Context: an optimization exercise on an open-source flow, tuned for small area. The choices shown serve that exercise and are no tape-out recipe.
Only simulation tests tie the RTL to the original design; equivalence was not proved.
No activity file was given, so power comes from the tool's default toggle rates.

==> flow/design.v (outline; a module is shown in full before it is edited, if it fits) <==
// module add_rc: 18 lines
// module add_r: 17 lines
// module inc_r: 15 lines
// module carry_r: 17 lines
// module cell_maj: 3 lines
// module cell_aoi222: 4 lines
// module cell_aoi22: 3 lines
// module sel31: 21 lines
// module sel10: 18 lines
// module sel8: 18 lines
// module mul_rows: 2887 lines
// module cell_o22ai: 3 lines
// module cell_xor2: 3 lines
// module cell_xnor2: 3 lines
// module mul_fa: 4 lines
// module mul_ha: 4 lines
// module core_top: 730 lines
module core_top (
    input wire clk_i,
    input wire rst_n_i,
    input wire irq_i,
    output wire [8'd32-1:0] ibus_addr_o,
    input wire [8'd32-1:0] ibus_data_i,
    output wire [8'd32-1:0] dbus_addr_o,
    output dbus_rd_o,
    output dbus_we_o,
    output wire [2:0] dbus_size_o,
    output wire [8'd32-1:0]dbus_data_o,
    input wire [8'd32-1:0] dbus_data_i
  );
  // ...
==> flow/flow/run.sh <==
#!/bin/bash
# Layout flow: the standard flow (standard.sh, unchanged), with one
# change to clock tree synthesis: no dummy loads are added to balance the
# leaf clusters, and sink clusters of up to 12 registers within 150 um.
# The CTS arguments are the standard ones otherwise
# (sink clustering, clock net repair, buffer list from config.mk).
# Each tool's full output goes to standard.log in this folder.
set -o pipefail
export CTS_ARGS="-sink_clustering_enable -repair_clock_nets -buf_list sky130_fd_sc_hd__clkbuf_8 -dont_use_dummy_load -sink_clustering_size 12 -sink_clustering_max_diameter 150"
bash standard.sh > standard.log 2>&1
==> flow/standard.sh <==
#!/bin/bash
# synth_recipe.tcl (not shown) runs the flow's synth.tcl, then flattens the netlist and writes it again
# the make line also repeats each setting of config.mk as NAME=value (left out here)
make -C /OpenROAD-flow-scripts/flow DESIGN_CONFIG=/design/flow/config.mk WORK_HOME=/design/flow/orfs CLKGATE_MAP_FILE= SYNTH_SCRIPT=/design/flow/synth_recipe.tcl "${@:-finish}"
==> flow/config.mk <==
export PLATFORM = sky130hd
export DESIGN_NAME = core_top
export DESIGN_NICKNAME = core_top
export VERILOG_FILES = /design/flow/design.v
export SDC_FILE = /design/flow/constraint.sdc
export NUM_CORES = 4
export LEC_CHECK = 0
export CAP_MARGIN = 20
export CORE_MARGIN = 2
export CORE_UTILIZATION = 45
export CTS_BUF_LIST = sky130_fd_sc_hd__clkbuf_8
export PLACE_DENSITY = 0.55
export SLEW_MARGIN = 20
export SYNTH_HIERARCHICAL = 1
export SYNTH_MINIMUM_KEEP_SIZE = 0
==> flow/constraint.sdc <==
create_clock -name core_clock -period 25.0 [get_ports {clk_i}]
set_input_delay 5.0000 -clock core_clock [delete_from_list [all_inputs] [get_ports {clk_i}]]
set_output_delay 5.0000 -clock core_clock [all_outputs]
set_load 0.01 [all_outputs]
==> run summary, run 1 <==
post-synthesis sequential area ratio=42.8%; max_cap viols=0; leakage=47.2 nW; multiplexer share of the synthesized area=4.85%; drt wl/cell=41.8 um; # clock sinks=1587; CP startpoint kind=register; final clock skew=~0.16 ns; Comb group=9.23 mW; vias in the first global route=around 84000; largest cell class by area=multi-input combinational cells; Met3 Routed Length=77200 um; Reg-to-Reg End=rf[16].r[30]; placed instance area=112000 um^2; Worst Tran Pin Value=1.26 ns; Synth top area share=31.7%; status=complete, no violations; CTS tree=done; first-pass GRT wire length=683000 um; Post-synth EDFFs=approximately 1100; number of synthesis warnings=7; Max power group=combinational logic; Largest register FFs=992; Final Net Count=10000; Seq cells=1587; main combinational cell family by area after synthesis=compound AO/OA/AOI/OAI gates; Hold Path Class=register to register; top sig layer=met5; critical path class=register to register; sequential share of cell area=39.1%; Final Instance Area=114000 um^2; Hold Buf Count CTS=0; R2R setup slack=3.79 ns; Worst-Skew Late Latency=about 1.0 ns; Setup TNS=0 ns; Worst path top cell family by delay=adder cells; HPWL after DPL=approximately 340000 um; routability cong.=1.04; clk buf depth=3; multi-input gates=between 6000 and 7000; post-route ant nets=0; layout cells sized above 1=13.2%; die area=roughly 240000 um^2; M1 WL=188000 um; met1 usage=between 50% and 60%
==> inputs of run 2 (changes only) <==
==> flow/flow/run.sh (replaced) <==
#!/bin/bash
# Layout flow: the standard flow (standard.sh, unchanged), with one
# change to clock tree synthesis: no dummy loads are added to balance the
# leaf clusters, and sink clusters of up to 9 registers within 100 um.
# The CTS arguments are the standard ones otherwise
# (sink clustering, clock net repair, buffer list from config.mk).
# Each tool's full output goes to standard.log in this folder.
set -o pipefail
export CTS_ARGS="-sink_clustering_enable -repair_clock_nets -buf_list sky130_fd_sc_hd__clkbuf_8 -dont_use_dummy_load -sink_clustering_size 9 -sink_clustering_max_diameter 100"
bash standard.sh > standard.log 2>&1
==> run summary, run 2 <==
status=complete, no violations (unchanged); top-count cell post-synth=edfxtp_1 (unchanged); Largest regs=rf.r x992, div_s x65, r_cycle x64 (unchanged); PD cells=123 nW/um^2 (was 122 nW/um^2); Slew Limit Fails=0 (unchanged); main combinational cell family by area after synthesis=compound AO/OA/AOI/OAI gates (unchanged); Residual DRC=0 (unchanged); Rows=176 (unchanged); period utilization=83.9% (was 84.8%); Syn Inst Count=8631 (unchanged); layout cells sized above 1=13.7% (was 13.2%); Hold Path Class=register to register (unchanged); number of synthesis warnings=7 (unchanged); port bufs=167 (unchanged); Tmin final=20.98 ns (was 21.21 ns); # clock sinks=1587 (unchanged); IO Count=168 (unchanged); crit path DAT=21.57 ns (was 21.84 ns); critical path's largest stage delay=0.94 ns (was 1.01 ns); initial core utilization=45.3% (unchanged); max_cap viols=0 (unchanged); slowest cell on the critical path=nor4b_1 (unchanged); CTS root buf=clkbuf_8 (unchanged); routability cong.=1.04 (unchanged); die width=485 um (unchanged); adder-cell share of the synthesized area=16.8% (unchanged); multiplexer share of the synthesized area=4.85% (unchanged); leading post-synthesis cells by cell area=edfxtp_1 32%, fa_1 13%, dfrtp_1 9.0% (unchanged); Top FF cell, synth=edfxtp_1 (unchanged); synthesized area per cell=12.1 um^2 (unchanged); largest net degree at the start of global routing=157 (unchanged); antenna violations before repair=54 (was 41); total wire length=504000 um (was 503000 um); post-route ant nets=0 (unchanged); critical path class=register to register (unchanged); total global routing overflow=0 (unchanged); Worst Tran Pin Value=1.29 ns (was 1.26 ns); Worst-Skew Late Latency=1.08 ns (was 1.03 ns); Reg with most FFs=rf.r (unchanged); Final Net Count=10100 (was 10000); Global Route Usage Sum=41.5% (about the same); number of vias per cell=7.36 (was 7.35); drt wl/cell=41.7 um (was 41.8 um); Max IR drop VDD=0.566 mV (was 0.568 mV); vias in the first global route=84400 (was 84000); clk buf depth=3 (unchanged); Mapped Area=104000 um^2 (unchanged); WP data required=25.58 ns (was 25.63 ns); fmax=0.0477 GHz (was 0.0471 GHz); Final Hold Viols=0 (unchanged); ys async rst share=23.9% (unchanged); HPWL after DPL=345000 um (unchanged); final clock skew=0.196 ns (was 0.163 ns); Hold Buf Count CTS=0 (unchanged); pre-CTS setup slack=4.47 ns (unchanged); DRT Pass-1 Iters=17 (was 14); commonest non-fill, non-tap cell in the layout=edfxtp_1 (unchanged); Synth top area share=31.7% (unchanged); Syn-to-layout area delta=10.3% (was 9.67%); flops & latches, synth=1587 (unchanged); post-synthesis sequential area ratio=42.8% (unchanged); Die Span Y=485 um (unchanged); Setup TNS=0 ns (unchanged); commonest cells in the netlist=1099 x edfxtp_1, 806 x a222oi_1, 692 x xor2_1 (unchanged); core region area=230000 um^2 (unchanged); total CTS buffers=196 (was 151); max_slew headroom=13.8% (was 16.1%); crit end category=register (unchanged); number of fill cells in the layout=20400 (was 20500); setup bufs post-CTS=0 (unchanged); Largest register FFs=992 (unchanged); Max FO, Critical Path=33 (unchanged); CTS clk-pin slew, worst paths=0.07 ns (was 0.09 ns); Synth Area in Simple Gates=7.51% (unchanged); first-pass GRT wire length=685000 um (was 683000 um); Vias=88900 (was 88400); post_cts resized=0 (unchanged); count of cell types in the netlist=106 (unchanged); CP startpoint kind=register (unchanged); Setup WS post-layout=4.02 ns (was 3.79 ns); commonest non-fill, non-tap cells in the layout=1099 x edfxtp_1, 806 x a222oi_1, 691 x xor2_1 (unchanged); CTS tree=done (unchanged); most area-hungry cell type in the Yosys netlist=edfxtp_1 (unchanged); Compound-Gate Fraction of Synth Area=17.0% (unchanged); xor/xnor share of the synthesized area=7.90% (unchanged); Setup violations, final=0 (unchanged); Post-synth EDFFs=1099 (unchanged); 1st-iter DRT viols=20300 (was 20000); die area=236000 um^2 (unchanged); most frequent CP cell=fa_1 (unchanged); H-tree depth=4 (unchanged); RSZ-0062 raised after global routing=false (unchanged); leakage=47.6 nW (was 47.2 nW)
[run 2: changes by cell type in the layout (fill, tap and decap cells not counted), sizes merged]
cell	delta
clkbuf	+45
diode	+10
[run 2: routing by layer]
layer / vias to the layer above / global-route usage [%] / routed length (um)
li1: 34600 / - / -
met1: 45100 / 54.3 / 187000
met2: 7572 / 57.3 / 203000
met3: 1521 / 17.1 / 76900
met4: 59 / 24.3 / 35300
met5: - / 2.84 / 1490
[run 2: layout make-up]
type | count | area (um^2) | share of cell area [%]
multi-input combinational | 6416 | 57900 | 50.3
sequential | 1587 | 44700 | 38.9
timing repair buffer | 598 | 5030 | 4.37
tap | 3026 | 3790 | 3.29
clock buffer | 196 | 2700 | 2.35
inverter | 228 | 856 | 0.744
antenna | 27 | 67.6 | 0.0588
[run 2: through the flow]
| step | instance area (um^2) | total power, mW | instances | hold slack, ns | utilization, % |
|---|---|---|---|---|---|
| floorplan | 104000 | 8.78 | 8675 | 0.354 | - |
| global placement | 112000 | 12.2 | 11900 | 0.377 | 48.7 |
| detailed placement | 112000 | 12.3 | 11900 | 0.382 | 48.7 |
| CTS | 115000 | 13.9 | 12000 | 0.359 | 49.9 |
| global route | 115000 | 14.7 | 12100 | 0.392 | 49.9 |
| finish | 115000 | 14.2 | 12100 | 0.377 | 50.0 |
[run 2: final timing paths]
kind                                startpoint         endpoint  slack, ns  depth (start not counted)
setup / recovery           idu_inst_data_t[21]      rf[7].r[31]       4.02                         54
hold / removal                          irq[0]           irq[1]       0.38                          0
setup reg to reg           idu_inst_data_t[21]      rf[7].r[31]       4.02                         54
hold reg to reg                         irq[0]           irq[1]       0.38                          0
max in group asynchronous              rst_n_i    r_mstatus[17]      19.47                          2
min in group asynchronous              rst_n_i  mau_reg_addr[1]       4.04                          1
[run 2: power by group]
part           internal, mW  switching (mW)  total, mW
clock network         0.689           0.941       1.63
logic                  3.17            6.06       9.23
registers              3.16           0.145       3.31
[run 2: worst max-delay path: cells and delay by family, from the launching register on]
kind | cells | cell delay (ns)
simple gates | 16 | 5.65
xor+xnor | 2 | 0.37
mux | 1 | 0.29
flops | 1 | 0.88
fa+ha+maj | 22 | 9.32
buf+inv | 5 | 2.04
compound gates | 8 | 1.94
[run 2: cells by family after synthesis]
family,count (synthesis)
fa+ha+maj,1011
compound gates,2302
buf+inv,672
simple gates,1647
mux,468
flops,1587
xor+xnor,940
other cells,4
[run 2: modules after synthesis, one instance, submodules excluded, excerpt]
| module | area, um^2 | cells | copies in the design |
|---|---|---|---|
| sel8 | 452 | 70 | 1 |
| cell_xor2 | 8.76 | 1 | 543 |
| mul_rows | 2200 | 362 | 1 |
| sel31 | 915 | 131 | 2 |
| sel10 | 354 | 67 | 1 |
| core_top | 66600 | 5027 | 1 |
| mul_fa | 20.0 | 1 | 655 |
| cell_o22ai | 6.26 | 1 | 559 |
| cell_maj | 11.3 | 1 | 32 |
| mul_ha | 12.5 | 1 | 238 |
| cell_aoi222 | 10.0 | 1 | 800 |
| cell_xnor2 | 8.76 | 1 | 16 |

## port drivers added, routing unchanged
In the flow no input, the clock included, has a driving cell. The finished layouts below were timed again as built, in two steps.
Step 1: set_driving_cell puts a clkbuf_16 on clk_i and a buf_2 on each other input, an assumption about the parent block.
Step 2 times the ports against the registers' clock, not the clock port: input delays grow and output delays shrink by t, the midpoint of the rising clock arrivals with the driver on.
Three values: no drivers, after step 1, after step 2; two values: the first two.
run | t (ns) | setup slack, ns | worst setup path at the end | latest minus earliest clock arrival (ns)
run 1 | 1.046 | 3.790 / 3.790 / 3.790 | register to register | 0.163 / 0.163
run 2 | 1.083 | 4.016 / 4.016 / 4.016 | register to register | 0.196 / 0.195
After both steps setup and hold are still met in every run listed.
